What follows belongs to an exercise in optimizing a design on an open flow for small area, a short achievable clock period and few clock cycles per item; a production flow would make more cautious choices. RTL that was checked went through simulation tests only; none was proved equivalent to the original. Only the layout flow was run in run 4; the RTL was not checked for function there. Power and IR drop assume default switching activity.

--- flow/design.v ---
module fpadder (output logic [31:0] sum, output logic ready,
                input logic [31:0] a, input logic clock, nreset);
    logic [1:0] state;
    always_ff @(posedge clock, negedge nreset)
        if (!nreset) state <= 2'b00;
        else         state <= {state[1] ^ state[0], state[1] | ~state[0]};
    assign ready = state[1] & state[0];
    logic load;
    assign load = state[1] & ~state[0];
    logic [31:0] n;
    always_ff @(posedge clock) n <= a;
    function automatic logic less(input logic [31:0] x, input logic [31:0] y);
        logic [31:0] g, p;
        g = ~x & y;
        p = ~x | y;
        for (int w = 1; w < 32; w = w * 2)
            for (int j = 0; j + w < 32; j += 2 * w) begin
                g[j + 2*w - 1] = g[j + 2*w - 1] | (p[j + 2*w - 1] & g[j + w - 1]);
                p[j + 2*w - 1] = p[j + 2*w - 1] & p[j + w - 1];
            end
        less = g[31];
    endfunction
    function automatic logic [4:0] lzc32(input logic [31:0] x);
        logic [15:0] z1, c1;
        logic [7:0]  z2;
        logic [7:0][1:0] c2;
        logic [3:0]  z3;
        logic [3:0][2:0] c3;
        logic [1:0]  z4;
        logic [1:0][3:0] c4;
        for (int i = 0; i < 16; i++) begin
            z1[i] = ~x[2*i+1] & ~x[2*i];
            c1[i] = ~x[2*i+1];
        end
        for (int i = 0; i < 8; i++) begin
            z2[i] = z1[2*i+1] & z1[2*i];
            c2[i] = z1[2*i+1] ? {1'b1, c1[2*i]} : {1'b0, c1[2*i+1]};
        end
        for (int i = 0; i < 4; i++) begin
            z3[i] = z2[2*i+1] & z2[2*i];
            c3[i] = z2[2*i+1] ? {1'b1, c2[2*i]} : {1'b0, c2[2*i+1]};
        end
        for (int i = 0; i < 2; i++) begin
            z4[i] = z3[2*i+1] & z3[2*i];
            c4[i] = z3[2*i+1] ? {1'b1, c3[2*i]} : {1'b0, c3[2*i+1]};
        end
        lzc32 = z4[1] ? {1'b1, c4[0]} : {1'b0, c4[1]};
    endfunction
    function automatic logic [24:0] add25(input logic [24:0] x, input logic [24:0] y, input logic ci);
        logic [25:0] g, p, h;
        g = {x & y, ci};
        p = {x | y, 1'b0};
        h = {x ^ y, 1'b0};
        for (int k = 0; k < 5; k++)
            for (int i = 0; i < 26; i++)
                if ((i >> k) & 1) begin
                    g[i] = g[i] | (p[i] & g[((i >> k) << k) - 1]);
                    p[i] = p[i] & p[((i >> k) << k) - 1];
                end
        add25 = h[25:1] ^ g[24:0];
    endfunction
    logic [7:0]  em, en;
    logic [22:0] fm, fn;
    logic        sm, sn;
    assign {sm, em, fm} = a;
    assign {sn, en, fn} = n;
    logic nan_m, nan_n, inf_m, inf_n, sg, ege, flip;
    logic [8:0]  dmn;
    logic [7:0]  dnm, d;
    logic [23:0] bg, sml, shifted;
    logic [24:0] s1;
    logic        nan1, inf1, sign1;
    logic [7:0]  exp1;
    always_comb begin
        nan_m = (em == 8'hff) & (fm != 0);
        nan_n = (en == 8'hff) & (fn != 0);
        inf_m = (em == 8'hff) & (fm == 0);
        inf_n = (en == 8'hff) & (fn == 0);
        sg    = (sm == sn);
        dmn   = {1'b0, em} - {1'b0, en};
        dnm   = en - em;
        ege   = ~less({24'b0, em}, {24'b0, en});
        d     = ege ? dmn[7:0] : dnm;
        bg    = ege ? {1'b1, fm} : {1'b1, fn};
        sml   = ege ? {1'b1, fn} : {1'b1, fm};
        shifted = (d[7:5] != 0) ? 24'b0 : (sml >> d[4:0]);
        flip  = ~sg & (em == en) & (fm < fn);
        s1    = add25({1'b0, bg} ^ {25{flip}}, {1'b0, shifted} ^ {25{~sg & ~flip}}, ~sg);
        exp1  = ege ? em + 8'd1 : en + 8'd1;    
        sign1 = (ege & ~flip) ? sm : sn;
        nan1  = nan_m | nan_n;
        inf1  = (inf_m | inf_n) & ~(inf_m & inf_n & ~sg);
    end
    logic [24:0] s;
    logic [7:0]  e;      
    logic        sgn, nan, inf;
    always_ff @(posedge clock)
        if (load) begin
            s   <= s1;
            e   <= exp1;
            sgn <= sign1;
            nan <= nan1;
            inf <= inf1;
        end
    logic [4:0]  lz;
    logic [24:0] norm;
    logic [31:0] x0, x1, x2, x3, x4, x5;
    logic [7:0]  eo;
    logic        zero, ovf;
    always_comb begin
        lz   = lzc32({s, 7'b1000000});
        x0 = {s, 7'b0};
        x1 = lz[4] ? {x0[15:0], 16'b0} : x0;
        x2 = lz[3] ? {x1[23:0], 8'b0} : x1;
        x3 = lz[2] ? {x2[27:0], 4'b0} : x2;
        x4 = lz[1] ? {x3[29:0], 2'b0} : x3;
        x5 = lz[0] ? {x4[30:0], 1'b0} : x4;
        norm = x5[31:7];
        eo   = e - {3'b0, lz};
        zero = (s == 0) | (s[24] & (e == 8'h01) & (s[22:0] == 0));
        ovf  = s[24] & (e == 8'hff);
        if (nan)             sum = 32'h7fffffff;
        else if (inf | ovf)  sum = {sgn, 8'hff, 23'h0};
        else if (zero)       sum = 32'h0;
        else                 sum = {sgn, eo, norm[23:1]};
    end
endmodule
--- flow/flow/run.sh ---
#!/bin/bash
# Standard ORFS flow (the standard.sh, run unchanged) with these changes
# to how the layout is made, passed as make variables:
#  - ADDER_MAP_FILE= : synthesis leaves adders as plain gates for ABC to map
#    (no extraction into ripple chains of full/half adder cells);
#  - SETUP_SLACK_MARGIN : repair_timing is asked to leave a setup margin, so
#    it shortens the critical path well below the clock period;
#  - BUFFER_PORTS_ARGS : the port buffers use a plain buffer cell instead of
#    the delay cell that buffer_ports picks by default.
# All tool output goes to standard.log and ORFS's own logs under orfs/logs.
set -uo pipefail
bash standard.sh SETUP_SLACK_MARGIN=12.5 "BUFFER_PORTS_ARGS=-buffer_cell sky130_fd_sc_hd__buf_2" ADDER_MAP_FILE= finish > standard.log 2>&1
--- flow/standard.sh ---
#!/bin/bash
# synth_recipe.tcl (not shown) runs the flow's synth.tcl, then flattens the netlist and writes it again
# the make line also repeats each setting of config.mk as NAME=value (left out here)
make -C /OpenROAD-flow-scripts/flow DESIGN_CONFIG=/design/flow/config.mk WORK_HOME=/design/flow/orfs CLKGATE_MAP_FILE= SYNTH_SCRIPT=/design/flow/synth_recipe.tcl "${@:-finish}"
--- flow/config.mk ---
export PLATFORM = sky130hd
export DESIGN_NAME = fpadder
export DESIGN_NICKNAME = fpadder
export VERILOG_FILES = /design/flow/design.v
export SDC_FILE = /design/flow/constraint.sdc
export NUM_CORES = 4
export LEC_CHECK = 0
export ABC_AREA = 1
export CAP_MARGIN = 20
export CORE_MARGIN = 2
export CORE_UTILIZATION = 50
export SLEW_MARGIN = 20
--- flow/constraint.sdc ---
create_clock -name core_clock -period 20.0 [get_ports {clock}]
set_input_delay 4.0000 -clock core_clock [delete_from_list [all_inputs] [get_ports {clock}]]
set_output_delay 4.0000 -clock core_clock [all_outputs]
set_load 0.01 [all_outputs]
==> metrics.md, run 1 <==
| Metric | Value |
|---|---|
| Clock Latency Late Sink | `0.36 ns` |
| Top post-synthesis cells by area | `sky130_fd_sc_hd__nand2_1, sky130_fd_sc_hd__nand3_1, sky130_fd_sc_hd__edfxtp_1, sky130_fd_sc_hd__o21ai_0, sky130_fd_sc_hd__dfxtp_1` |
| Total I/O pin count | `67` |
| Startpoint-to-endpoint class of the critical path | `reg -> out` |
| First-pass GRT wire length | `44600 um` |
| Number of diodes added for antenna fixing | `0` |
| Number of global-route vias before repair | `8968` |
| Type of origin of the critical path | `flop` |
| Start of the worst register-to-register path | `n[29]` |
| Number of detailed-route iterations in the first pass | `6` |
| Antenna violations before repair | `0` |
| Clock skew after layout | `0.0187 ns` |
| Endpoints failing hold | `0` |
| Count of unresolved DRC violations after routing | `0` |
| Worst flop-to-flop path endpoint | `s[21]` |
| Via Count | `10200` |
| Worst setup startpoint | `s[22]` |
| Clock period minus worst slack | `7.41 ns` |
| Leakage power of the design | `0.00474 uW` |
| Pin count of the biggest net entering global routing | `46` |
| Number of library cell types mapped by synthesis | `55` |
| Core box area | `0.0172 mm^2` |
| Netlist area before placement | `0.00876 mm^2` |
| Post-Place Cell Area | `0.00908 mm^2` |
| Sort of element at the end of the critical path | `output port` |
| Cts hold-fix bufs | `0` |
| CTS Buf Count | `9` |
| Worst-path clk slew | `0.07 ns` |
| Share of the clock period used by the worst path after layout | `37.0%` |
| Warning count from the yosys run | `1` |
| Worst R2R Path Depth | `25` |
| Max_slew headroom | `29.1%` |
| Nets | `1621` |
| Number of filler instances in the final layout | `1819` |
| Routed vias/inst | `5.62` |
| Floorplan die area | `0.0186 mm^2` |
| Final antenna-violating net count | `0` |
| Cell depth of the worst hold path | `1` |
| Half-perimeter wire length after placement | `20600 um` |
| CTS Root Buffer Type | `sky130_fd_sc_hd__clkbuf_16` |
| Pins Over Slew Limit | `0` |
| Count of standard-cell rows | `48` |
| Arrival time of data at the critical path endpoint | `3.41 ns` |
| Power density over cell area | `66.6 mW/mm^2` |
| Gp weighted congestion | `0.903` |
| Mapped Nets | `1558` |
| Count of endpoints failing setup in the final report | `0` |
| Clock H-tree levels | `3` |
| Number of buffers between clock root and the deepest sink | `2` |
| Slew @ Worst Pin | `1.06 ns` |
| Synth area leader | `sky130_fd_sc_hd__nand2_1` |
| Drt wl/cell | `15.8 um` |
| Largest fanout on the critical path | `4` |
| Chip height | `136 um` |
| Total of flip-flops plus latches after synthesis | `70` |
| Post-Layout Inst Area | `0.0100 mm^2` |
| Count of clock tree sinks | `70` |
| Critical path destination | `sum[30]` |
| CP Data Required Time | `16.00 ns` |
| EDFF count, synth | `36` |
| Starting density of the core | `50.8%` |
| Unrepaired setup endpoints after global routing | `no` |
| Max-cap violation count | `0` |
| Global-route usage over all layers | `30.2%` |
| Outcome | `no timing/DRC/antenna violations` |
| Average cell area after synthesis | `5.75 um^2` |
| Leading cell types in the layout, fill and taps excluded | `sky130_fd_sc_hd__nand2_1, sky130_fd_sc_hd__nand3_1, sky130_fd_sc_hd__inv_1` |
| Commonest non-fill, non-tap cell in the layout | `sky130_fd_sc_hd__nand2_1` |
| Number of DRC markers in iteration 0 | `757` |
| Global route total overflow | `0` |
| Share of final-layout standard cells stronger than drive strength 1 | `15.3%` |
| Commonest register cell after synthesis | `sky130_fd_sc_hd__edfxtp_1` |
| Fraction of registers with async set or reset after synthesis | `2.86%` |
| Synth Instances | `1524` |
| CTS tree | `done` |
| Fraction of synthesized cell area taken by the top area cell type | `20.1%` |
| HP Class | `reg -> reg` |
| Sum Neg Setup Slack | `0 ns` |
| Proportion of synthesized chip area in sequential cells | `20.2%` |
| Peak supply drop | `0.0000437 V` |
| Chip Width | `136 um` |
| Count of buffers from port buffering | `66` |
| Routed wire length | `28800 um` |
| Top achievable clock speed | `0.135 GHz` |
| FF-to-FF setup slack | `16.18 ns` |
| Layout-stage area growth over the synthesis result | `14.3%` |
==> per-layer routing <==
layer / share of wire (%) / wire length (um) / vias to the layer above / track usage [%]
met5: 0 / 0 / - / 0
met4: 4.6 / 1340 / 0 / 10.6
met3: 5.9 / 1710 / 84 / 4.33
met2: 47 / 13500 / 354 / 52.6
met1: 42 / 12200 / 4590 / 38.0
li1: - / - / 5178 / -
==> what timing repair did <==
item,CTS,global route
pin swaps,10,16
setup buffers,11,16
gates cloned,10,4
hold endpoints to repair,0,0
endpoints found under the setup margin,54,42
gates resized for setup,32,54
==> cells by family after synthesis <==
| kind of cell | Yosys count | synth area share (%) |
|---|---|---|
| AO/OA/AOI/OAI | 236 | 14.6 |
| flip-flops | 70 | 20.2 |
| adder cells (fa/ha/maj) | 2 | 0.229 |
| AND/OR/NAND/NOR | 922 | 47.1 |
| XOR/XNOR | 66 | 6.60 |
| multiplexers | 4 | 0.457 |
| buffers and inverters | 224 | 10.8 |
==> report_power, final <==
part | switching [uW] | internal (uW) | total, uW
Sequential | 4.04 | 164 | 168
Combinational | 227 | 109 | 336
Clock | 74.4 | 88.0 | 162
Total | 306 | 361 | 666
==> worst max-delay path, cell delays in order, from the launching register on <==
cell                         delay, ns
sky130_fd_sc_hd__edfxtp_1         0.43
sky130_fd_sc_hd__nor2_2           0.19
sky130_fd_sc_hd__inv_2            0.06
sky130_fd_sc_hd__nor3_2           0.17
sky130_fd_sc_hd__inv_2            0.08
sky130_fd_sc_hd__nor2_4           0.16
sky130_fd_sc_hd__clkinvlp_4       0.14
sky130_fd_sc_hd__nor2_4           0.19
sky130_fd_sc_hd__nand2_4          0.08
sky130_fd_sc_hd__nand2_4          0.10
sky130_fd_sc_hd__or2_4            0.12
sky130_fd_sc_hd__nand2_4          0.06
sky130_fd_sc_hd__o21ai_4          0.14
sky130_fd_sc_hd__inv_2            0.06
sky130_fd_sc_hd__o21ai_2          0.16
sky130_fd_sc_hd__nand3_2          0.10
sky130_fd_sc_hd__nand2_2          0.08
sky130_fd_sc_hd__nand3_2          0.08
sky130_fd_sc_hd__nand2_2          0.09
sky130_fd_sc_hd__nor2_2           0.05
sky130_fd_sc_hd__nand2_1          0.08
sky130_fd_sc_hd__inv_2            0.05
sky130_fd_sc_hd__nand2_2          0.06
sky130_fd_sc_hd__nand2_2          0.06
sky130_fd_sc_hd__o21ai_2          0.13
sky130_fd_sc_hd__buf_2            0.14
==> metrics by stage <==
stage               utilization (%)  setup slack (ns)  std cells  total power [uW]  hold WS (ns)
floorplan                         -             13.15       1524               425         0.460
global placement               52.7             11.31       1760               479         0.477
detailed placement             52.7             11.11       1760               482         0.495
CTS                            56.1             12.52       1797               655         0.508
global route                   58.1             12.38       1817               718         0.522
finish                         58.1             12.59       1817               666         0.500
==> state kept, by name (all words and copies together), names as in the netlist <==
| signal | cells |
|---|---|
| s | 25 |
| n | 32 |
| sgn | 1 |
| inf | 1 |
| nan | 1 |
| e | 8 |
| state | 2 |
==> area by class of cell <==
class	count	area [um^2]	share of cell area [%]
Multi-Input combinational cell	1242	6420	64.2
Timing Repair Buffer	94	548	5.48
Sequential cell	70	1770	17.7
Timing Repair inverter	2	15.0	0.150
Clock inverter	7	66.3	0.663
Clock buffer	9	225	2.25
Tap cell	225	282	2.81
Inverter	168	679	6.79
==> worst min-delay path by stage <==
stage	endpoint	slack, ns	start
3_3_place_gp	state[1]	0.48	state[1]
6_report	state[1]	0.50	state[1]
3_5_place_dp	state[1]	0.50	state[1]
4_1_cts	state[1]	0.51	state[1]
2_1_floorplan	state[1]	0.46	state[1]
5_1_grt	state[1]	0.52	state[1]
==> synth_stat cells, types with 6 or more instances <==
| cell | count |
|---|---|
| sky130_fd_sc_hd__nand2_1 | 469 |
| sky130_fd_sc_hd__nand3_1 | 241 |
| sky130_fd_sc_hd__inv_1 | 144 |
| sky130_fd_sc_hd__o21ai_0 | 137 |
| sky130_fd_sc_hd__nor2_1 | 109 |
| sky130_fd_sc_hd__a21oi_1 | 46 |
| sky130_fd_sc_hd__xor2_1 | 42 |
| sky130_fd_sc_hd__edfxtp_1 | 36 |
| sky130_fd_sc_hd__dfxtp_1 | 32 |
| sky130_fd_sc_hd__xnor2_1 | 24 |
| sky130_fd_sc_hd__buf_2 | 22 |
| sky130_fd_sc_hd__clkbuf_1 | 19 |
| sky130_fd_sc_hd__inv_2 | 19 |
| sky130_fd_sc_hd__nand2_2 | 16 |
| sky130_fd_sc_hd__nand4_1 | 15 |
| sky130_fd_sc_hd__nor4_1 | 14 |
| sky130_fd_sc_hd__nor3_1 | 13 |
| sky130_fd_sc_hd__nand3b_1 | 10 |
| sky130_fd_sc_hd__o22ai_1 | 10 |
| sky130_fd_sc_hd__o21ai_1 | 9 |
| sky130_fd_sc_hd__a31oi_1 | 8 |
| sky130_fd_sc_hd__nor2_2 | 8 |
| sky130_fd_sc_hd__buf_6 | 6 |
| sky130_fd_sc_hd__nand2_4 | 6 |
Testbench counts, summed over its fixed seeds: cycles 9,600, items 3,200.
==> run 2, diff against run 1 <==
--- a/flow/config.mk
+++ b/flow/config.mk
@@ -12 +12,2 @@
 export SLEW_MARGIN = 20
+export TNS_END_PERCENT = 0
==> metrics.md, run 2 <==
| Metric | Value |
|---|---|
| Commonest register cell after synthesis | `sky130_fd_sc_hd__edfxtp_1` |
| Number of DRC markers in iteration 0 | `839 (+11%)` |
| Sort of element at the end of the critical path | `output port` |
| Fraction of synthesized cell area taken by the top area cell type | `20.1% (unchanged)` |
| Type of origin of the critical path | `flop` |
| Number of global-route vias before repair | `8941 (-0.30%)` |
| Post-synthesis mux area share | `0.457% (unchanged)` |
| Antenna violations before repair | `0 (unchanged)` |
| Count of standard-cell rows | `48 (unchanged)` |
| Leading cell types in the layout, fill and taps excluded | `sky130_fd_sc_hd__nand2_1, sky130_fd_sc_hd__nand3_1, sky130_fd_sc_hd__inv_1` |
| Drt wl/cell | `15.5 um (-2.2%)` |
| Max_slew headroom | `30.4% (+1.3 points)` |
| Layout-stage area growth over the synthesis result | `12.6%` |
| Proportion of synthesized chip area in sequential cells | `20.2% (unchanged)` |
| Number of buffers between clock root and the deepest sink | `2 (unchanged)` |
| Total of flip-flops plus latches after synthesis | `70 (unchanged)` |
| Sum Neg Setup Slack | `0 ns (unchanged)` |
| Hold Slack | `0.500 ns (-0.000256 ns)` |
| Instance count on the critical path | `21 (-16%)` |
| Count of clock tree sinks | `70 (unchanged)` |
| Warning count from the yosys run | `1 (unchanged)` |
| Count of endpoints failing setup in the final report | `0 (unchanged)` |
| Fin util | `57.2% (-0.88 points)` |
| Slew @ Worst Pin | `1.04 ns (-0.0194 ns)` |
| Largest register by flop count | `n` |
| Number of detailed-route iterations in the first pass | `6 (unchanged)` |
| Wire length the detailed router placed on met1 | `12100 um (-0.80%)` |
| Top sig layer | `met4` |
| First-pass GRT wire length | `44400 um (-0.43%)` |
| Worst R2R Path Depth | `25 (unchanged)` |
| Average cell area after synthesis | `5.75 um^2 (unchanged)` |
| Number of library cell types mapped by synthesis | `55 (unchanged)` |
| Global route total overflow | `0 (unchanged)` |
| Floorplan die area | `0.0186 mm^2 (unchanged)` |
| Xor and xnor area share after synthesis | `6.60% (unchanged)` |
| CP cell instances | `nor2_2 > inv_1 > nor3_2 > inv_2 > nor2_4 > clkinvlp_4 > buf_4 > a21oi_2 > inv_1 > or2_2 > nand3_1 > nand2_1 > nand3_1 > nand2_1 > nor2_2 > nand2_1 > inv_1 > nand2_1 > nand2_1 > o21ai_1 > buf_2` |
| Share of the synthesized area in compound gates (AO/OA/AOI/OAI) | `14.6% (unchanged)` |
| Registers with the most flip-flops | `n x32, s x25, e x8` |
| Starting density of the core | `50.8% (unchanged)` |
| Via Count | `10000 (-1.6%)` |
| Pins Over Slew Limit | `0 (unchanged)` |
| Cell depth of the worst hold path | `1 (unchanged)` |
| Total I/O pin count | `67 (unchanged)` |
| Clock Latency Late Sink | `0.36 ns (about the same)` |
| Half-perimeter wire length after placement | `20600 um (unchanged)` |
| Adder-cell share of the synthesized area | `0.229% (unchanged)` |
| Cell seen most often among critical-path stages | `sky130_fd_sc_hd__nand2_1` |
| Peak supply drop | `0.0000429 V (-2.0%)` |
| Post-Layout Inst Area | `0.00986 mm^2 (-1.5%)` |
| Most common cell in the netlist | `sky130_fd_sc_hd__nand2_1` |
| Number of diodes added for antenna fixing | `0 (unchanged)` |
| Count of unresolved DRC violations after routing | `0 (unchanged)` |
| Fraction of registers with async set or reset after synthesis | `2.86% (unchanged)` |
| Total power | `662 uW (-0.68%)` |
| CTS Root Buffer Type | `sky130_fd_sc_hd__clkbuf_16` |
| Outcome | `no timing/DRC/antenna violations` |
| Cts hold-fix bufs | `0 (unchanged)` |
| HP Class | `reg -> reg` |
| Count of buffers from port buffering | `66 (unchanged)` |
| Commonest non-fill, non-tap cell in the layout | `sky130_fd_sc_hd__nand2_1` |
| Max-cap violation count | `0 (unchanged)` |
| Final antenna-violating net count | `0 (unchanged)` |
| CTS Buf Count | `9 (unchanged)` |
| Share of the clock period used by the worst path after layout | `37.0% (-0.054 points)` |
| Endpoints failing hold | `0 (unchanged)` |
| Post-Place Cell Area | `0.00908 mm^2 (unchanged)` |
| Nets | `1612 (-0.56%)` |
| Largest register FFs | `32 (unchanged)` |
| Simple-gate share of the synthesized area | `47.1% (unchanged)` |
| Leakage power of the design | `0.00468 uW (-1.1%)` |
| Worst-path cell with the longest stage delay | `sky130_fd_sc_hd__edfxtp_1` |
| Power density over cell area | `67.1 mW/mm^2 (+0.84%)` |
| Dominant combinational cell family by area after synthesis | `simple AND/OR/NAND/NOR gates` |
| EDFF count, synth | `36 (unchanged)` |
| CTS tree | `done` |
| Gp weighted congestion | `0.903 (unchanged)` |
| Slowest Stage Delay on Critical Path | `0.44 ns (about the same)` |
| Arrival time of data at the critical path endpoint | `3.40 ns (about the same)` |
| Pin count of the biggest net entering global routing | `46 (unchanged)` |
| Chip Width | `136 um (unchanged)` |
| CP Data Required Time | `16.00 ns (about the same)` |
| Gate family responsible for the most delay along the worst path | `simple AND/OR/NAND/NOR gates` |
| Clock period minus worst slack | `7.40 ns (-0.0108 ns)` |
| Buffers & Inverters on Critical Path | `7 (+1)` |
| Largest fanout on the critical path | `8 (+4)` |
| Met2 routed wirelength | `13200 um (-2.2%)` |
| Mapped Nets | `1558 (unchanged)` |
| Most common library cells after synthesis | `sky130_fd_sc_hd__nand2_1, sky130_fd_sc_hd__nand3_1, sky130_fd_sc_hd__inv_1` |
| Chip height | `136 um (unchanged)` |
| Synth area leader | `sky130_fd_sc_hd__nand2_1` |
| Netlist area before placement | `0.00876 mm^2 (unchanged)` |
| Top post-synthesis cells by area | `sky130_fd_sc_hd__nand2_1, sky130_fd_sc_hd__nand3_1, sky130_fd_sc_hd__edfxtp_1, sky130_fd_sc_hd__o21ai_0, sky130_fd_sc_hd__dfxtp_1` |
| Routed wire length | `28000 um (-2.7%)` |
| Routed vias/inst | `5.56 (-1.1%)` |
| Amount of wire on met3 after detailed routing | `1600 um (-6.1%)` |
| Core box area | `0.0172 mm^2 (unchanged)` |
| Unrepaired setup endpoints after global routing | `yes` |
| Synth Instances | `1524 (unchanged)` |
| Worst-path clk slew | `0.07 ns (about the same)` |
| Clock H-tree levels | `3 (unchanged)` |
| Share of final-layout standard cells stronger than drive strength 1 | `13.7% (-1.6 points)` |
| Top achievable clock speed | `0.135 GHz (+0.15%)` |
| Clock skew after layout | `0.0158 ns (-0.00286 ns)` |
| Startpoint-to-endpoint class of the critical path | `reg -> out` |
| Global-route usage over all layers | `30.1% (-0.10 points)` |
## run 2: cell counts after synthesis
No cell type changed its count.
## run 2: worst paths after layout
path / startpoint / slack, ns / endpoint
worst max register to register: n[29] / 16.13 / s[21]
max in group asynchronous: nreset / 16.50 / state[1]
min in group asynchronous: nreset / 3.41 / state[0]
worst min register to register: state[1] / 0.50 / state[1]
worst max-delay path: s[22] / 12.60 / sum[30]
worst min-delay path: state[1] / 0.50 / state[1]
## run 2: area by class of cell
cell class / count / area, um^2
Clock buffer: 9 / 225
Multi-Input combinational cell: 1240 / 6330
Timing Repair Buffer: 87 / 495
Clock inverter: 7 / 66.3
Sequential cell: 70 / 1770
Tap cell: 225 / 282
Timing Repair inverter: 2 / 12.5
Inverter: 168 / 677
Fill cell: 1833 / 7380
## run 2: routing by layer
layer | track usage [%] | vias to the layer above
li1 | - | 5163
met1 | 37.6 | 4503
met3 | 4.92 | 58
met2 | 51.9 | 322
met4 | 11.5 | 0
met5 | 0 | -
## run 2: per-stage QoR
stage,std cells,setup WS [ns]
final,1808,12.60
after global routing,1808,12.36
after CTS,1796,12.49
after detailed placement,1760,11.11
after global placement,1760,11.31
after floorplan,1524,13.15
## run 2: worst register-to-register path, cell delays in order (launching register included)
cell and delay, ns:
sky130_fd_sc_hd__dfxtp_1 0.39, sky130_fd_sc_hd__inv_2 0.05, sky130_fd_sc_hd__nand2_1 0.09, sky130_fd_sc_hd__nand2_1 0.14, sky130_fd_sc_hd__nor2_4 0.27, sky130_fd_sc_hd__nand3_4 0.18
sky130_fd_sc_hd__buf_4 0.25, sky130_fd_sc_hd__nand2_4 0.18, sky130_fd_sc_hd__nand2_1 0.09, sky130_fd_sc_hd__nand2_1 0.06, sky130_fd_sc_hd__nand2_1 0.06, sky130_fd_sc_hd__nand2_2 0.09
sky130_fd_sc_hd__nand3_4 0.16, sky130_fd_sc_hd__nor2_4 0.23, sky130_fd_sc_hd__nand3_1 0.15, sky130_fd_sc_hd__nor2_1 0.12, sky130_fd_sc_hd__nor2_1 0.06, sky130_fd_sc_hd__or2_4 0.24
sky130_fd_sc_hd__nand3_1 0.09, sky130_fd_sc_hd__nand2_1 0.10, sky130_fd_sc_hd__a21oi_2 0.22, sky130_fd_sc_hd__nand2_4 0.12, sky130_fd_sc_hd__nand2_1 0.10, sky130_fd_sc_hd__nand2_1 0.06
sky130_fd_sc_hd__nand2_1 0.06, sky130_fd_sc_hd__nand2_1 0.05
## run 2: power by group
part           internal (uW)  switching, uW
combinational            108            223
sequential               164           4.04
clock                   88.0           74.7
## run 2: cell families (layout without fill, tap and decap cells)
logic type | Yosys count | count (layout)
AOI/OAI and AO/OA | 236 | 236
xor gates and xnor gates | 66 | 66
adders and majority gates | 2 | 2
buffers and inverters | 224 | 273
DFF | 70 | 70
muxes | 4 | 4
and+or+nand+nor | 922 | 932
## run 2: what timing repair did
| item | in CTS | in global routing |
|---|---|---|
| pin swaps | 10 | 8 |
| setup endpoints to repair | 54 | 42 |
| resized for setup | 31 | 31 |
| endpoints found under the hold margin | 0 | 0 |
| cloned | 9 | 3 |
| setup buffers | 11 | 9 |
==> run 3, diff against run 2 <==
--- a/flow/config.mk
+++ b/flow/config.mk
@@ -11,2 +11,3 @@
 export CORE_UTILIZATION = 50
+export CTS_BUF_LIST = sky130_fd_sc_hd__clkbuf_8
 export SLEW_MARGIN = 20
==> metrics.md, run 3 <==
| Metric | Value |
|---|---|
| Synth area leader | `sky130_fd_sc_hd__nand2_1` |
| Type of origin of the critical path | `flop` |
| Worst setup startpoint | `s[22]` |
| Fin util | `57.0% (-0.23 points)` |
| Post-Layout Inst Area | `0.00982 mm^2 (-0.41%)` |
| Count of buffers from port buffering | `66 (unchanged)` |
| Global-route usage over all layers | `30.1% (-0.045 points)` |
| CP Data Required Time | `16.00 ns (about the same)` |
| CTS Root Buffer Type | `sky130_fd_sc_hd__clkbuf_8` |
| HP Class | `reg -> reg` |
| Start of the worst register-to-register path | `n[6]` |
| Amount of wire on met3 after detailed routing | `1460 um (-8.9%)` |
| Net Sw Power | `295 uW (-2.2%)` |
| Count of standard-cell rows | `48 (unchanged)` |
| Top achievable clock speed | `0.135 GHz (-0.49%)` |
| Average cell area after synthesis | `5.75 um^2 (unchanged)` |
| Post-Place Cell Area | `0.00908 mm^2 (unchanged)` |
| Peak supply drop | `0.0000418 V (-2.5%)` |
| Clock skew after layout | `0.0267 ns (+0.0109 ns)` |
| Floorplan die area | `0.0186 mm^2 (unchanged)` |
| Synth Instances | `1524 (unchanged)` |
| Startpoint-to-endpoint class of the critical path | `reg -> out` |
| Slowest Stage Delay on Critical Path | `0.44 ns (about the same)` |
| Count of clock tree sinks | `70 (unchanged)` |
| EDFF count, synth | `36 (unchanged)` |
| Count of endpoints failing setup in the final report | `0 (unchanged)` |
| Largest fanout on the critical path | `4 (-4)` |
| Sort of element at the end of the critical path | `output port` |
| Chip Width | `136 um (unchanged)` |
| Clock share of power | `19.1% (-5.5 points)` |
| Antenna violations before repair | `0 (unchanged)` |
| Netlist area before placement | `0.00876 mm^2 (unchanged)` |
| Outcome | `no timing/DRC/antenna violations` |
| Slew @ Worst Pin | `1.06 ns (+0.0157 ns)` |
| Routed vias/inst | `5.57 (+0.21%)` |
| Internal Power | `320 uW (-11%)` |
| Critical path destination | `sum[30]` |
| Worst flop-to-flop path endpoint | `s[21]` |
| Share of the clock period used by the worst path after layout | `37.2% (+0.18 points)` |
| Gate family responsible for the most delay along the worst path | `simple AND/OR/NAND/NOR gates` |
| Arrival time of data at the critical path endpoint | `3.43 ns (+0.03 ns)` |
| Max_slew headroom | `29.4% (-1.1 points)` |
| Met2 routed wirelength | `13100 um (-0.51%)` |
| Core box area | `0.0172 mm^2 (unchanged)` |
| Total I/O pin count | `67 (unchanged)` |
| Clock Latency Late Sink | `0.39 ns (+0.03 ns)` |
| Buffers & Inverters on Critical Path | `6 (-1)` |
| Via Count | `10100 (+0.60%)` |
| CTS Buf Count | `9 (unchanged)` |
| Endpoints failing hold | `0 (unchanged)` |
| Commonest non-fill, non-tap cell in the layout | `sky130_fd_sc_hd__nand2_1` |
| Combinational cell fraction of total power | `53.7% (+3.6 points)` |
| Number of filler instances in the final layout | `1850 (+0.93%)` |
| Worst-path cell with the longest stage delay | `sky130_fd_sc_hd__edfxtp_1` |
| Clock period minus worst slack | `7.43 ns (+0.0362 ns)` |
| Number of DRC markers in iteration 0 | `874 (+4.2%)` |
| Largest register FFs | `32 (unchanged)` |
| Switching share of total power | `47.9% (+2.3 points)` |
| Instance count on the critical path | `25 (+19%)` |
| CTS tree | `done` |
| Starting density of the core | `50.8% (unchanged)` |
| Gp weighted congestion | `0.903 (unchanged)` |
| Number of buffers between clock root and the deepest sink | `2 (unchanged)` |
| Mapped Nets | `1558 (unchanged)` |
| Number of global-route vias before repair | `8981 (+0.45%)` |
| Worst-path clk slew | `0.11 ns (+0.04 ns)` |
| Warning count from the yosys run | `1 (unchanged)` |
| Most common cell in the netlist | `sky130_fd_sc_hd__nand2_1` |
| Total of flip-flops plus latches after synthesis | `70 (unchanged)` |
| Routed wire length | `28200 um (+0.58%)` |
| Nets | `1619 (+0.43%)` |
| Max-cap violation count | `0 (unchanged)` |
| Power density over cell area | `62.7 mW/mm^2 (-6.6%)` |
| Leading cell types in the layout, fill and taps excluded | `sky130_fd_sc_hd__nand2_1, sky130_fd_sc_hd__nand3_1, sky130_fd_sc_hd__inv_1` |
| Proportion of synthesized chip area in sequential cells | `20.2% (unchanged)` |
| Final antenna-violating net count | `0 (unchanged)` |
| Share of final-layout standard cells stronger than drive strength 1 | `14.4% (+0.69 points)` |
| Chip height | `136 um (unchanged)` |
| Global route total overflow | `0 (unchanged)` |
| Fraction of synthesized cell area taken by the top area cell type | `20.1% (unchanged)` |
| Pin count of the biggest net entering global routing | `46 (unchanged)` |
| Top sig layer | `met4` |
| Wire length the detailed router placed on met1 | `12200 um (+1.0%)` |
| Clock H-tree levels | `3 (unchanged)` |
| Number of diodes added for antenna fixing | `0 (unchanged)` |
| Pins Over Slew Limit | `0 (unchanged)` |
| Drt wl/cell | `15.5 um (+0.19%)` |
| Unrepaired setup endpoints after global routing | `yes` |
| Fraction of registers with async set or reset after synthesis | `2.86% (unchanged)` |
| Leakage power of the design | `0.00467 uW (-0.35%)` |
| Commonest register cell after synthesis | `sky130_fd_sc_hd__edfxtp_1` |
| Top post-synthesis cells by area | `sky130_fd_sc_hd__nand2_1, sky130_fd_sc_hd__nand3_1, sky130_fd_sc_hd__edfxtp_1, sky130_fd_sc_hd__o21ai_0, sky130_fd_sc_hd__dfxtp_1` |
| Cts hold-fix bufs | `0 (unchanged)` |
| Worst R2R Path Depth | `22 (-12%)` |
| Most common library cells after synthesis | `sky130_fd_sc_hd__nand2_1, sky130_fd_sc_hd__nand3_1, sky130_fd_sc_hd__inv_1` |
| Number of library cell types mapped by synthesis | `55 (unchanged)` |
| Flop pwr share | `27.2% (+1.9 points)` |
| Half-perimeter wire length after placement | `20600 um (unchanged)` |
| Layout-stage area growth over the synthesis result | `12.1%` |
| FF-to-FF setup slack | `16.04 ns (-0.09 ns)` |
| Sum Neg Setup Slack | `0 ns (unchanged)` |
| Registers with the most flip-flops | `n x32, s x25, e x8` |
| First-pass GRT wire length | `44300 um (-0.22%)` |
| Largest register by flop count | `n` |
| Count of unresolved DRC violations after routing | `0 (unchanged)` |
| Number of detailed-route iterations in the first pass | `8 (+2)` |
run 3: cell counts after synthesis:
Identical to the previous run, type by type.
run 3: per-layer routing:
metal	track usage, %	up-vias
met1	37.8	4537
met5	0	-
met3	3.80	72
met4	13.2	0
met2	51.6	328
li1	-	5169
run 3: worst min-delay path by stage:
stage / start / to / slack [ns] / cells past startpoint
floorplan: state[1] / state[1] / 0.46 / 1
global placement: state[1] / state[1] / 0.48 / 1
detailed placement: state[1] / state[1] / 0.50 / 1
CTS: state[1] / state[1] / 0.51 / 1
global route: state[1] / state[1] / 0.53 / 1
finish: state[1] / state[1] / 0.50 / 1
run 3: cells by family after synthesis:
group	after synthesis	synth area share, %
AND/OR/NAND/NOR	922	47.1
AO/OA/AOI/OAI	236	14.6
buffers and inverters	224	10.8
flip-flops	70	20.2
XOR/XNOR	66	6.60
multiplexers	4	0.457
adder cells (fa/ha/maj)	2	0.229
run 3: final cells by class:
type / count / area, um^2 / area share [%]
clock inverters: 7 / 66.3 / 0.676
repair inverters: 2 / 15.0 / 0.153
well taps: 225 / 282 / 2.87
clock buffers: 9 / 124 / 1.26
inverters: 168 / 677 / 6.90
flip-flops and latches: 70 / 1770 / 18.0
repair buffers: 94 / 544 / 5.54
multi-input cells: 1240 / 6340 / 64.6
run 3: stage by stage:
stage               cells  hold WS (ns)  setup slack, ns  power, uW
floorplan            1524         0.460            13.15        425
global placement     1760         0.477            11.31        479
detailed placement   1760         0.495            11.11        482
CTS                  1798         0.513            12.49        609
global route         1815         0.527            12.32        668
finish               1815         0.505            12.57        616
run 3: power by group through the flow:
| stage | Clock [uW] | Combinational, uW | Sequential [uW] |
|---|---|---|---|
| after floorplan | 0 | 256 | 170 |
| after global placement | 0 | 308 | 171 |
| after detailed placement | 0 | 311 | 171 |
| after CTS | 121 | 320 | 167 |
| after global routing | 128 | 373 | 168 |
| final | 117 | 331 | 167 |
run 3: what timing repair did:
| item | in CTS | in global routing |
|---|---|---|
| resized for setup | 31 | 36 |
| cloned | 9 | 3 |
| setup endpoints to repair | 54 | 45 |
| pin swaps | 10 | 14 |
| setup buffers | 13 | 14 |
==> run 4, diff against run 3 <==
--- a/flow/design.v
+++ b/flow/design.v
@@ -86,3 +86,3 @@
         shifted = (d[7:5] != 0) ? 24'b0 : (sml >> d[4:0]);
-        flip  = ~sg & (em == en) & (fm < fn);
+        flip  = ~sg & (em == en) & less({9'b0, fm}, {9'b0, fn});
         s1    = add25({1'b0, bg} ^ {25{flip}}, {1'b0, shifted} ^ {25{~sg & ~flip}}, ~sg);
--- a/flow/config.mk
+++ b/flow/config.mk
@@ -11,3 +11,2 @@
 export CORE_UTILIZATION = 50
-export CTS_BUF_LIST = sky130_fd_sc_hd__clkbuf_8
 export SLEW_MARGIN = 20
==> metrics.md, run 4 <==
| Metric | Value |
|---|---|
| Peak supply drop | `0.0000422 V (+0.92%)` |
| Number of DRC markers in iteration 0 | `845 (-3.3%)` |
| Core box area | `0.0171 mm^2 (-1.0%)` |
| Antenna violations before repair | `0 (unchanged)` |
| Average cell area after synthesis | `5.73 um^2 (-0.30%)` |
| Slew @ Worst Pin | `0.994 ns (-0.0612 ns)` |
| Outcome | `no timing/DRC/antenna violations` |
| Proportion of synthesized chip area in sequential cells | `20.5% (+0.32 points)` |
| Non-filler instance count after layout | `1810 (-0.28%)` |
| Clock period minus worst slack | `7.42 ns (-0.0116 ns)` |
| Most common cell in the netlist | `sky130_fd_sc_hd__nand2_1` |
| Internal Power | `366 uW (+14%)` |
| Synth area leader | `sky130_fd_sc_hd__nand2_1` |
| Layout-stage area growth over the synthesis result | `15.8%` |
| Largest register by flop count | `n` |
| Unrepaired setup endpoints after global routing | `yes` |
| EDFF count, synth | `36 (unchanged)` |
| Worst flop-to-flop path endpoint | `s[24]` |
| Clock skew after layout | `0.0200 ns (-0.00673 ns)` |
| Gp weighted congestion | `0.952 (+5.4%)` |
| Count of standard-cell rows | `48 (unchanged)` |
| Number of library cell types mapped by synthesis | `57 (+3.6%)` |
| Routed vias/inst | `5.60 (+0.57%)` |
| Routed wire length | `28700 um (+1.9%)` |
| Share of final-layout standard cells stronger than drive strength 1 | `15.3% (+0.93 points)` |
| Fraction of synthesized cell area taken by the top area cell type | `20.3% (+0.23 points)` |
| Top post-synthesis cells by area | `sky130_fd_sc_hd__nand2_1, sky130_fd_sc_hd__nand3_1, sky130_fd_sc_hd__edfxtp_1, sky130_fd_sc_hd__o21ai_0, sky130_fd_sc_hd__dfxtp_1` |
| Cell depth of the worst hold path | `1 (unchanged)` |
| Mapped Nets | `1539 (-1.2%)` |
| Count of buffers from port buffering | `66 (unchanged)` |
| Starting density of the core | `50.6% (-0.26 points)` |
| Sum Neg Setup Slack | `0 ns (unchanged)` |
| Global route total overflow | `0 (unchanged)` |
| Chip Width | `135 um (-0.75%)` |
| CTS Buf Count | `9 (unchanged)` |
| Power density over cell area | `68.4 mW/mm^2 (+9.1%)` |
| Number of diodes added for antenna fixing | `0 (unchanged)` |
| Pins Over Slew Limit | `0 (unchanged)` |
| FF-to-FF setup slack | `16.05 ns (about the same)` |
| Count of unresolved DRC violations after routing | `0 (unchanged)` |
| Combinational cell fraction of total power | `51.4% (-2.3 points)` |
| Largest register FFs | `32 (unchanged)` |
| Synth Instances | `1505 (-1.2%)` |
| Endpoints failing hold | `0 (unchanged)` |
| Leakage power of the design | `0.00479 uW (+2.6%)` |
| Max_slew headroom | `33.5% (+4.1 points)` |
| Leading cell types in the layout, fill and taps excluded | `sky130_fd_sc_hd__nand2_1, sky130_fd_sc_hd__nand3_1, sky130_fd_sc_hd__inv_1` |
| Number of detailed-route iterations in the first pass | `6 (-2)` |
| Placed instance count | `1741 (-1.1%)` |
| Net Sw Power | `317 uW (+7.4%)` |
| CP Data Required Time | `16.00 ns (about the same)` |
| Number of buffers between clock root and the deepest sink | `2 (unchanged)` |
| Type of origin of the critical path | `flop` |
| Arrival time of data at the critical path endpoint | `3.42 ns (about the same)` |
| Drt wl/cell | `15.9 um (+2.2%)` |
| Via Count | `10100 (+0.30%)` |
| Commonest non-fill, non-tap cell in the layout | `sky130_fd_sc_hd__nand2_1` |
| End point of the worst hold path | `state[1]` |
| Commonest register cell after synthesis | `sky130_fd_sc_hd__edfxtp_1` |
| Netlist area before placement | `0.00862 mm^2 (-1.5%)` |
| Pin count of the biggest net entering global routing | `39 (-15%)` |
| Global-route met3 utilization | `4.56% (+0.76 points)` |
| Most common library cells after synthesis | `sky130_fd_sc_hd__nand2_1, sky130_fd_sc_hd__nand3_1, sky130_fd_sc_hd__inv_1` |
| HP Class | `reg -> reg` |
| Fraction of registers with async set or reset after synthesis | `2.86% (unchanged)` |
| CTS tree | `done` |
| Switching share of total power | `46.4% (-1.5 points)` |
| Startpoint-to-endpoint class of the critical path | `reg -> out` |
| Share of the clock period used by the worst path after layout | `37.1% (-0.058 points)` |
| Largest fanout on the critical path | `25 (+21)` |
| Clock H-tree levels | `3 (unchanged)` |
| Busiest layer in global routing | `met2` |
| Flop pwr share | `24.5% (-2.7 points)` |
| Half-perimeter wire length after placement | `20100 um (-2.6%)` |
| Start of the worst register-to-register path | `n[23]` |
| Met2 GRT Util | `51.6% (about the same)` |
| Count of clock tree sinks | `70 (unchanged)` |
| Worst-path clk slew | `0.08 ns (-0.03 ns)` |
| Chip height | `135 um (-0.75%)` |
| Warning count from the yosys run | `1 (unchanged)` |
| Clock share of power | `24.1% (+5.0 points)` |
| Worst R2R Path Depth | `24 (+9.1%)` |
| Sort of element at the end of the critical path | `output port` |
| Clock Latency Late Sink | `0.35 ns (-0.04 ns)` |
| CTS Root Buffer Type | `sky130_fd_sc_hd__clkbuf_16` |
| Top achievable clock speed | `0.135 GHz (+0.16%)` |
| Global routing met1 resource utilization | `38.2% (+0.42 points)` |
| Count of endpoints failing setup in the final report | `0 (unchanged)` |
| Floorplan die area | `0.0183 mm^2 (-1.5%)` |
| HP Start | `state[1]` |
| Total of flip-flops plus latches after synthesis | `70 (unchanged)` |
| Number of global-route vias before repair | `8775 (-2.3%)` |
| Registers with the most flip-flops | `n x32, s x25, e x8` |
| First-pass GRT wire length | `44000 um (-0.67%)` |
| Max-cap violation count | `0 (unchanged)` |
| Total I/O pin count | `67 (unchanged)` |
| Nets | `1614 (-0.31%)` |
| Final antenna-violating net count | `0 (unchanged)` |
| Global-route usage over all layers | `30.3% (+0.20 points)` |
[run 4: changes by cell type after synthesis, moves of 4 or more]
cell / change
sky130_fd_sc_hd__nand3_1: +6
sky130_fd_sc_hd__or2_2: -5
sky130_fd_sc_hd__nand3b_1: -8
sky130_fd_sc_hd__inv_1: +6
sky130_fd_sc_hd__clkbuf_1: +4
sky130_fd_sc_hd__nor2_1: -7
sky130_fd_sc_hd__nor3_1: -5
sky130_fd_sc_hd__o21ai_1: +6
[run 4: kinds of logic after synthesis]
group / share of synthesized area [%]
AO/OA/AOI/OAI: 15.6
XOR/XNOR: 6.39
adder cells (fa/ha/maj): 0.116
buffers and inverters: 10.9
flip-flops: 20.5
multiplexers: 0.464
AND/OR/NAND/NOR: 45.9
[run 4: routing by layer]
layer | up-vias | part of all wire [%]
met2 | 381 | 47
met4 | 0 | 5.2
met3 | 86 | 5.9
li1 | 5153 | -
met5 | - | 0
met1 | 4516 | 42
[run 4: power by group through the flow]
stage	Clock [uW]	Combinational, uW	Sequential, uW
after floorplan	0	260	169
after global placement	0	315	170
after detailed placement	0	315	170
after CTS	167	331	167
after global routing	172	394	167
final	165	351	167
[run 4: critical path, stage by stage, from the launching register on]
cell	delay (ns)
sky130_fd_sc_hd__edfxtp_1	0.45
sky130_fd_sc_hd__nor2_2	0.16
sky130_fd_sc_hd__inv_1	0.07
sky130_fd_sc_hd__nor2_1	0.10
sky130_fd_sc_hd__inv_1	0.08
sky130_fd_sc_hd__nor2_2	0.11
sky130_fd_sc_hd__buf_6	0.14
sky130_fd_sc_hd__inv_4	0.06
sky130_fd_sc_hd__nor2_4	0.22
sky130_fd_sc_hd__nand2_1	0.21
sky130_fd_sc_hd__nand2_4	0.13
sky130_fd_sc_hd__buf_4	0.18
sky130_fd_sc_hd__inv_1	0.30
sky130_fd_sc_hd__a211oi_1	0.48
sky130_fd_sc_hd__o21ai_0	0.18
sky130_fd_sc_hd__buf_2	0.19
[run 4: layout make-up]
type	count	area (um^2)
timing repair inverter	4	27.5
tap	225	282
fill	1775	7070
sequential	70	1770
clock buffer	9	225
multi-input combinational	1222	6280
inverter	168	694
timing repair buffer	105	627
clock inverter	7	70.1
[run 4: worst max path at each step]
| stage | startpoint | to | slack, ns | depth (start not counted) |
|---|---|---|---|---|
| 6_report | s[22] | sum[22] | 12.58 | 15 |
| 5_1_grt | s[22] | sum[30] | 12.34 | 23 |
| 4_1_cts | s[21] | sum[18] | 12.43 | 15 |
| 3_5_place_dp | a[23] | s[18] | 10.62 | 28 |
| 3_3_place_gp | a[23] | s[20] | 10.77 | 28 |
| 2_1_floorplan | s[24] | sum[30] | 13.18 | 22 |
[run 4: timing repair]
| action | in CTS | in global routing |
|---|---|---|
| pin swaps | 7 | 19 |
| setup endpoints to repair | 56 | 47 |
| endpoints found under the hold margin | 0 | 0 |
| gates resized for setup | 39 | 50 |
| cloned | 10 | 7 |
| buffers inserted | 12 | 24 |
| hold buffers | 0 | 0 |
[run 4: per-stage QoR]
step | hold slack, ns | utilization, % | worst slack [ns] | area (um^2) | total power (uW)
after floorplan | 0.460 | - | 13.18 | 8620 | 430
after global placement | 0.479 | 52.5 | 10.77 | 8950 | 485
after detailed placement | 0.504 | 52.5 | 10.62 | 8950 | 486
after CTS | 0.514 | 56.1 | 12.43 | 9570 | 665
after global routing | 0.531 | 58.5 | 12.34 | 9980 | 734
final | 0.502 | 58.5 | 12.58 | 9980 | 683
==> run 5, diff against run 4 <==
--- a/flow/design.v
+++ b/flow/design.v
@@ -86,3 +86,3 @@
         shifted = (d[7:5] != 0) ? 24'b0 : (sml >> d[4:0]);
-        flip  = ~sg & (em == en) & less({9'b0, fm}, {9'b0, fn});
+        flip  = ~sg & (em == en) & (fm < fn);
         s1    = add25({1'b0, bg} ^ {25{flip}}, {1'b0, shifted} ^ {25{~sg & ~flip}}, ~sg);
--- a/flow/flow/run.sh
+++ b/flow/flow/run.sh
@@ -11,2 +11,2 @@
 set -uo pipefail
-bash standard.sh SETUP_SLACK_MARGIN=12.5 "BUFFER_PORTS_ARGS=-buffer_cell sky130_fd_sc_hd__buf_2" ADDER_MAP_FILE= finish > standard.log 2>&1
+bash standard.sh SETUP_SLACK_MARGIN=12.75 "BUFFER_PORTS_ARGS=-buffer_cell sky130_fd_sc_hd__buf_1" ADDER_MAP_FILE= finish > standard.log 2>&1
--- a/flow/config.mk
+++ b/flow/config.mk
@@ -11,2 +11,3 @@
 export CORE_UTILIZATION = 50
+export CTS_BUF_LIST = sky130_fd_sc_hd__clkbuf_8
 export SLEW_MARGIN = 20
==> metrics.md, run 5 <==
| Metric | Value |
|---|---|
| CTS Buf Count | `9 (unchanged)` |
| Endpoints failing hold | `0 (unchanged)` |
| Most common cell in the netlist | `sky130_fd_sc_hd__nand2_1` |
| Peak supply drop | `0.0000352 V (-17%)` |
| First-pass GRT wire length | `44300 um (+0.69%)` |
| Total of flip-flops plus latches after synthesis | `70 (unchanged)` |
| Top achievable clock speed | `0.137 GHz (+2.0%)` |
| Wire length the detailed router placed on met1 | `12500 um (+3.1%)` |
| Number of DRC markers in iteration 0 | `763 (-9.7%)` |
| Post-layout worst setup margin | `12.72 ns (+0.145 ns)` |
| Netlist area before placement | `0.00876 mm^2 (+1.6%)` |
| Floorplan die area | `0.0186 mm^2 (+1.5%)` |
| Fin util | `58.5% (about the same)` |
| Combinational cell fraction of total power | `53.9% (+2.5 points)` |
| Registers with the most flip-flops | `n x32, s x25, e x8` |
| Xor and xnor area share after synthesis | `6.60% (+0.22 points)` |
| Chip height | `136 um (+0.76%)` |
| Buffers & Inverters on Critical Path | `8 (+1)` |
| Clock share of power | `19.7% (-4.4 points)` |
| Pin count of the biggest net entering global routing | `46 (+18%)` |
| Share of the clock period used by the worst path after layout | `36.4% (-0.73 points)` |
| Core box area | `0.0172 mm^2 (+1.1%)` |
| Power density over cell area | `62.7 mW/mm^2 (-8.3%)` |
| Arrival time of data at the critical path endpoint | `3.28 ns (-0.14 ns)` |
| Leading cell types in the layout, fill and taps excluded | `sky130_fd_sc_hd__nand2_1, sky130_fd_sc_hd__nand3_1, sky130_fd_sc_hd__inv_1` |
| Proportion of synthesized chip area in sequential cells | `20.2% (-0.32 points)` |
| Largest fanout on the critical path | `4 (-84%)` |
| Count of clock tree sinks | `70 (unchanged)` |
| Simple-gate share of the synthesized area | `47.1% (+1.2 points)` |
| Sort of element at the end of the critical path | `output port` |
| Pre-CTS WS | `11.48 ns (+0.858 ns)` |
| Max-cap violation count | `0 (unchanged)` |
| Pins Over Slew Limit | `0 (unchanged)` |
| Via Count | `10200 (+0.56%)` |
| Starting density of the core | `50.8% (+0.26 points)` |
| Worst setup startpoint | `s[21]` |
| EDFF count, synth | `36 (unchanged)` |
| Layout-stage area growth over the synthesis result | `15.2%` |
| Sum Neg Setup Slack | `0 ns (unchanged)` |
| Antenna violations before repair | `0 (unchanged)` |
| Share of the synthesized area in compound gates (AO/OA/AOI/OAI) | `14.6% (-1.0 points)` |
| Net Sw Power | `298 uW (-5.8%)` |
| Global-route usage over all layers | `30.2% (-0.12 points)` |
| Share of final-layout standard cells stronger than drive strength 1 | `12.6% (-2.8 points)` |
| Gp weighted congestion | `0.905 (-4.9%)` |
| Routed vias/inst | `5.53 (-1.2%)` |
| HP Class | `reg -> reg` |
| Unrepaired setup endpoints after global routing | `yes` |
| Commonest non-fill, non-tap cell in the layout | `sky130_fd_sc_hd__nand2_1` |
| Leakage power of the design | `0.00472 uW (-1.4%)` |
| Dominant combinational cell family by area after synthesis | `simple AND/OR/NAND/NOR gates` |
| Clock Latency Late Sink | `0.39 ns (+0.04 ns)` |
| Clock H-tree levels | `3 (unchanged)` |
| Clock period minus worst slack | `7.28 ns (-0.145 ns)` |
| CP Data Required Time | `16.00 ns (about the same)` |
| Clock skew after layout | `0.0293 ns (+0.00935 ns)` |
| Met2 routed wirelength | `13100 um (-2.0%)` |
| Drt wl/cell | `15.5 um (-2.2%)` |
| Top sig layer | `met4` |
| Hold Slack | `0.504 ns (+0.00225 ns)` |
| Nets | `1646 (+2.0%)` |
| Amount of wire on met3 after detailed routing | `1490 um (-12%)` |
| Adder-cell share of the synthesized area | `0.229% (+0.11 points)` |
| Count of unresolved DRC violations after routing | `0 (unchanged)` |
| Mapped Nets | `1558 (+1.2%)` |
| Routed wire length | `28600 um (-0.43%)` |
| Commonest register cell after synthesis | `sky130_fd_sc_hd__edfxtp_1` |
| CTS tree | `done` |
| Slew @ Worst Pin | `1.01 ns (+0.0188 ns)` |
| Largest register by flop count | `n` |
| Average cell area after synthesis | `5.75 um^2 (+0.30%)` |
| Fraction of registers with async set or reset after synthesis | `2.86% (unchanged)` |
| Max_slew headroom | `32.2% (-1.3 points)` |
| Slowest Stage Delay on Critical Path | `0.41 ns (-0.07 ns)` |
| Worst-path clk slew | `0.09 ns (about the same)` |
| Switching share of total power | `47.2% (+0.74 points)` |
| HP Start | `state[1]` |
| Total I/O pin count | `67 (unchanged)` |
| Half-perimeter wire length after placement | `20400 um (+1.7%)` |
| Gate family responsible for the most delay along the worst path | `simple AND/OR/NAND/NOR gates` |
| Post-synthesis mux area share | `0.457% (-0.0072 points)` |
| Worst-path cell with the longest stage delay | `sky130_fd_sc_hd__edfxtp_1` |
| Largest register FFs | `32 (unchanged)` |
| Count of buffers from port buffering | `66 (unchanged)` |
| Number of buffers between clock root and the deepest sink | `2 (unchanged)` |
| Startpoint-to-endpoint class of the critical path | `reg -> out` |
| Global route total overflow | `0 (unchanged)` |
| Synth area leader | `sky130_fd_sc_hd__nand2_1` |
| Count of endpoints failing setup in the final report | `0 (unchanged)` |
| Warning count from the yosys run | `1 (unchanged)` |
| Most common library cells after synthesis | `sky130_fd_sc_hd__nand2_1, sky130_fd_sc_hd__nand3_1, sky130_fd_sc_hd__inv_1` |
| Number of filler instances in the final layout | `1853 (+4.4%)` |
| Final antenna-violating net count | `0 (unchanged)` |
| CTS Root Buffer Type | `sky130_fd_sc_hd__clkbuf_8` |
| Number of global-route vias before repair | `8877 (+1.2%)` |
| Internal Power | `334 uW (-8.6%)` |
| Cts hold-fix bufs | `0 (unchanged)` |
| Top post-synthesis cells by area | `sky130_fd_sc_hd__nand2_1, sky130_fd_sc_hd__nand3_1, sky130_fd_sc_hd__edfxtp_1, sky130_fd_sc_hd__o21ai_0, sky130_fd_sc_hd__dfxtp_1` |
| Number of diodes added for antenna fixing | `0 (unchanged)` |
| Chip Width | `136 um (+0.76%)` |
| Start of the worst register-to-register path | `n[29]` |
| Type of origin of the critical path | `flop` |
| Count of standard-cell rows | `48 (unchanged)` |
| Outcome | `no timing/DRC/antenna violations` |
| Fraction of synthesized cell area taken by the top area cell type | `20.1% (-0.23 points)` |
| Number of library cell types mapped by synthesis | `55 (-3.5%)` |
| Number of detailed-route iterations in the first pass | `5 (-1)` |
| Synth Instances | `1524 (+1.3%)` |
| Flop pwr share | `26.5% (+2.0 points)` |
## run 5: layout make-up
cell class	count	area, um^2	share of cell area (%)
flip-flops and latches	70	1770	17.6
repair buffers	120	714	7.08
multi-input cells	1242	6420	63.6
repair inverters	1	7.51	0.0744
inverters	168	692	6.86
clock buffers	9	124	1.23
well taps	225	282	2.79
clock inverters	7	77.6	0.769
## run 5: path summary, 6_finish.rpt
path | to | slack, ns | depth (start not counted)
max | sum[30] | 12.72 | 26
min | state[1] | 0.50 | 1
min reg2reg | state[1] | 0.50 | 1
max reg2reg | s[21] | 16.13 | 25
max in group asynchronous | state[0] | 16.50 | 1
min in group asynchronous | state[1] | 3.38 | 1
## run 5: repair_timing
item / in CTS / in global routing
gates cloned: 9 / 5
pin swaps: 15 / 25
endpoints found under the setup margin: 56 / 48
buffers inserted: 23 / 28
resized for setup: 53 / 36
## run 5: power groups by stage
stage / Combinational, uW / Sequential [uW] / Clock [uW]
2_1_floorplan: 256 / 170 / 0
3_3_place_gp: 308 / 171 / 0
3_5_place_dp: 310 / 171 / 0
4_1_cts: 322 / 167 / 128
5_1_grt: 383 / 168 / 135
6_report: 341 / 168 / 124
## run 5: cell families after synthesis
group	after synthesis
AND/OR/NAND/NOR	922
AO/OA/AOI/OAI	236
buffers and inverters	224
flip-flops	70
XOR/XNOR	66
multiplexers	4
adder cells (fa/ha/maj)	2
## run 5: through the flow
stage | total power [uW] | std cells | instance area, um^2
2_1_floorplan | 425 | 1524 | 8760
3_3_place_gp | 478 | 1761 | 9010
3_5_place_dp | 480 | 1761 | 9010
4_1_cts | 617 | 1809 | 9650
5_1_grt | 686 | 1842 | 10100
6_report | 633 | 1842 | 10100
## run 5: layer usage
metal  vias to the layer above  global-route usage (%)
met4                         0                    13.5
met1                      4542                    39.2
met5                         -                       0
li1                       5222                       -
met2                       348                    49.9
met3                        81                    3.91
Testbench counts of run 5, summed over its fixed seeds: cycles 9,600, items 3,200.
==> run 6, diff against run 5 <==
--- a/flow/flow/run.sh
+++ b/flow/flow/run.sh
@@ -11,2 +11,2 @@
 set -uo pipefail
-bash standard.sh SETUP_SLACK_MARGIN=12.75 "BUFFER_PORTS_ARGS=-buffer_cell sky130_fd_sc_hd__buf_1" ADDER_MAP_FILE= finish > standard.log 2>&1
+bash standard.sh SETUP_SLACK_MARGIN=12.25 "BUFFER_PORTS_ARGS=-buffer_cell sky130_fd_sc_hd__buf_1" ADDER_MAP_FILE= finish > standard.log 2>&1
==> metrics.md, run 6 <==
| Metric | Value |
|---|---|
| HP Class | `reg -> reg` |
| Gate family responsible for the most delay along the worst path | `simple AND/OR/NAND/NOR gates` |
| Number of diodes added for antenna fixing | `0 (unchanged)` |
| Largest register by flop count | `n` |
| Half-perimeter wire length after placement | `20400 um (unchanged)` |
| Clock H-tree levels | `3 (unchanged)` |
| Largest register FFs | `32 (unchanged)` |
| Largest fanout on the critical path | `8 (+4)` |
| Netlist area before placement | `0.00876 mm^2 (unchanged)` |
| Startpoint-to-endpoint class of the critical path | `reg -> out` |
| Slew @ Worst Pin | `1.02 ns (+0.00925 ns)` |
| Buffers & Inverters on Critical Path | `8 (unchanged)` |
| Count of standard-cell rows | `48 (unchanged)` |
| Clock period minus worst slack | `7.50 ns (+0.225 ns)` |
| Share of final-layout standard cells stronger than drive strength 1 | `8.92% (-3.6 points)` |
| Nets | `1609 (-2.2%)` |
| Number of global-route vias before repair | `8625 (-2.8%)` |
| Pin count of the biggest net entering global routing | `47 (+2.2%)` |
| Core box area | `0.0172 mm^2 (unchanged)` |
| Max-cap violation count | `0 (unchanged)` |
| Final antenna-violating net count | `0 (unchanged)` |
| Synth area leader | `sky130_fd_sc_hd__nand2_1` |
| Registers with the most flip-flops | `n x32, s x25, e x8` |
| Count of unresolved DRC violations after routing | `0 (unchanged)` |
| Synth Instances | `1524 (unchanged)` |
| Floorplan die area | `0.0186 mm^2 (unchanged)` |
| Global-route usage over all layers | `29.0% (-1.2 points)` |
| Commonest non-fill, non-tap cell in the layout | `sky130_fd_sc_hd__nand2_1` |
| Starting density of the core | `50.8% (unchanged)` |
| Arrival time of data at the critical path endpoint | `3.50 ns (+0.22 ns)` |
| Power density over cell area | `64.4 mW/mm^2 (+2.6%)` |
| Sum Neg Setup Slack | `0 ns (unchanged)` |
| Worst-path cell with the longest stage delay | `sky130_fd_sc_hd__edfxtp_1` |
| CP Data Required Time | `16.00 ns (about the same)` |
| Number of buffers between clock root and the deepest sink | `2 (unchanged)` |
| Leading cell types in the layout, fill and taps excluded | `sky130_fd_sc_hd__nand2_1, sky130_fd_sc_hd__nand3_1, sky130_fd_sc_hd__inv_1` |
| Sort of element at the end of the critical path | `output port` |
| Count of buffers from port buffering | `66 (unchanged)` |
| Routed wire length | `27200 um (-4.7%)` |
| Peak supply drop | `0.0000344 V (-2.2%)` |
| Type of origin of the critical path | `flop` |
| Total power | `618 uW (-2.4%)` |
| Outcome | `no timing/DRC/antenna violations` |
| Total of flip-flops plus latches after synthesis | `70 (unchanged)` |
| Fraction of registers with async set or reset after synthesis | `2.86% (unchanged)` |
| Commonest register cell after synthesis | `sky130_fd_sc_hd__edfxtp_1` |
| Gp weighted congestion | `0.905 (unchanged)` |
| Number of library cell types mapped by synthesis | `55 (unchanged)` |
| Most common library cells after synthesis | `sky130_fd_sc_hd__nand2_1, sky130_fd_sc_hd__nand3_1, sky130_fd_sc_hd__inv_1` |
| Top post-synthesis cells by area | `sky130_fd_sc_hd__nand2_1, sky130_fd_sc_hd__nand3_1, sky130_fd_sc_hd__edfxtp_1, sky130_fd_sc_hd__o21ai_0, sky130_fd_sc_hd__dfxtp_1` |
| Fraction of synthesized cell area taken by the top area cell type | `20.1% (unchanged)` |
| Chip Width | `136 um (unchanged)` |
| Most common cell in the netlist | `sky130_fd_sc_hd__nand2_1` |
| CTS Root Buffer Type | `sky130_fd_sc_hd__clkbuf_8` |
| Count of endpoints failing setup in the final report | `0 (unchanged)` |
| Warning count from the yosys run | `1 (unchanged)` |
| Leakage power of the design | `0.00450 uW (-4.8%)` |
| Routed vias/inst | `5.49 (-0.76%)` |
| Layout-stage area growth over the synthesis result | `9.54%` |
| Global route total overflow | `0 (unchanged)` |
| Max_slew headroom | `31.6% (-0.62 points)` |
| Post-Place Cell Area | `0.00901 mm^2 (unchanged)` |
| Endpoints failing hold | `0 (unchanged)` |
| Clock Latency Late Sink | `0.39 ns (about the same)` |
| Number of DRC markers in iteration 0 | `703 (-7.9%)` |
| Mapped Nets | `1558 (unchanged)` |
| Share of the clock period used by the worst path after layout | `37.5% (+1.1 points)` |
| Worst R2R Path Depth | `25 (unchanged)` |
| CTS Buf Count | `9 (unchanged)` |
| Worst-path clk slew | `0.09 ns (about the same)` |
| Number of detailed-route iterations in the first pass | `6 (+1)` |
| Top achievable clock speed | `0.133 GHz (-3.0%)` |
| Post-Layout Inst Area | `0.00959 mm^2 (-4.9%)` |
| Proportion of synthesized chip area in sequential cells | `20.2% (unchanged)` |
| Unrepaired setup endpoints after global routing | `yes` |
| Antenna violations before repair | `0 (unchanged)` |
| Slowest Stage Delay on Critical Path | `0.43 ns (+0.02 ns)` |
| Instance count on the critical path | `26 (unchanged)` |
| Cell depth of the worst hold path | `1 (unchanged)` |
| Via Count | `9912 (-2.8%)` |
| Drt wl/cell | `15.1 um (-2.7%)` |
| Count of clock tree sinks | `70 (unchanged)` |
| First-pass GRT wire length | `42800 um (-3.5%)` |
| Clock skew after layout | `0.0301 ns (+0.000771 ns)` |
| EDFF count, synth | `36 (unchanged)` |
| Total I/O pin count | `67 (unchanged)` |
| Cts hold-fix bufs | `0 (unchanged)` |
| Chip height | `136 um (unchanged)` |
| Pins Over Slew Limit | `0 (unchanged)` |
| Average cell area after synthesis | `5.75 um^2 (unchanged)` |
| CTS tree | `done` |
run 6: cell families (layout without fill, tap and decap cells):
kind of cell / count (synthesis) / in the layout / share of synthesized area, %
AND/OR/NAND/NOR: 922 / 929 / 47.1
AO/OA/AOI/OAI: 236 / 236 / 14.6
buffers and inverters: 224 / 273 / 10.8
flip-flops: 70 / 70 / 20.2
XOR/XNOR: 66 / 66 / 6.60
multiplexers: 4 / 4 / 0.457
adder cells (fa/ha/maj): 2 / 2 / 0.229
run 6: final timing paths:
kind / from / end / slack, ns
worst min-delay path: state[1] / state[1] / 0.50
max in group asynchronous: nreset / state[0] / 16.50
min in group asynchronous: nreset / state[1] / 3.38
worst max register to register: n[29] / s[21] / 15.94
worst min register to register: state[1] / state[1] / 0.50
worst max-delay path: s[22] / sum[30] / 12.50
run 6: where the power goes:
part / internal [uW] / switching [uW] / total, uW
combinational: 105 / 221 / 326
sequential: 163 / 4.08 / 168
clock: 58.9 / 65.4 / 124
total: 327 / 290 / 618
run 6: metal layers:
| metal | vias to the layer above | global-route usage, % | share of wire (%) |
|---|---|---|---|
| met1 | 4383 | 38.5 | 45 |
| met3 | 67 | 3.77 | 5.0 |
| met5 | - | 0 | 0 |
| met4 | 0 | 12.7 | 4.3 |
| met2 | 323 | 47.2 | 45 |
| li1 | 5139 | - | - |
run 6: worst register-to-register path, delay by kind of cell, from the launching register on:
family | cells | cell delay, ns
AND/OR/NAND/NOR | 21 | 2.64
buffers and inverters | 3 | 0.41
AO/OA/AOI/OAI | 1 | 0.32
flip-flops | 1 | 0.40
run 6: timing repair:
action | in CTS | in global routing
pin swaps | 6 | 5
setup buffers | 6 | 13
cloned | 5 | 4
gates resized for setup | 13 | 31
endpoints found under the hold margin | 0 | 0
setup endpoints to repair | 51 | 30
run 6: area by class of cell:
cell class,count,area (um^2)
multi-input combinational,1237,6250
clock inverter,7,77.6
timing repair inverter,1,5.00
timing repair buffer,88,415
clock buffer,9,124
sequential,70,1770
fill,1884,7640
inverter,168,666
tap,225,282
run 6: per-stage QoR:
| step | setup WS (ns) | util, % | std cells | hold slack (ns) |
|---|---|---|---|---|
| 6_report | 12.50 | 55.7 | 1805 | 0.504 |
| 5_1_grt | 12.17 | 55.7 | 1805 | 0.519 |
| 4_1_cts | 12.24 | 54.2 | 1788 | 0.501 |
| 3_5_place_dp | 11.48 | 52.3 | 1761 | 0.488 |
| 3_3_place_gp | 11.62 | 52.3 | 1761 | 0.478 |
| 2_1_floorplan | 13.15 | - | 1524 | 0.460 |

[port drivers added, routing unchanged]
The flow's constraints put no driver on any port. The routed layouts listed below were extracted and timed again, unchanged, in two steps. Step 1: set_driving_cell puts a clkbuf_16 on clock and a buf_2 on each other input, an assumption about the parent block. Step 2 moves the port delays by t, midway between the first and last clock arrival at a register: inputs arrive t later, outputs are due t later. That takes back most of the time a late clock gives input paths. a / b / c = ideal ports / drivers / drivers and shift; a / b = the first two.
run | t, ns | setup WS [ns] | hold WS [ns] | worst setup path after step 2
run 1 | 0.396 | 12.592 / 12.547 / 12.415 | 0.500 / 0.500 / 0.500 | input to register
run 2 | 0.394 | 12.603 / 12.559 / 12.358 | 0.500 / 0.500 / 0.500 | input to register
run 3 | 0.413 | 12.567 / 12.527 / 12.271 | 0.505 / 0.505 / 0.505 | input to register
run 4 | 0.394 | 12.579 / 12.529 / 12.350 | 0.502 / 0.502 / 0.502 | input to register
run 5 | 0.420 | 12.724 / 12.683 / 12.412 | 0.504 / 0.504 / 0.504 | input to register
run 6 | 0.420 | 12.499 / 12.459 / 12.164 | 0.504 / 0.504 / 0.504 | input to register
After both steps every run listed still meets setup and hold. The setup slack of run 6, which loses most, moves by -0.040 ns with the drivers and by -0.335 ns with both steps.
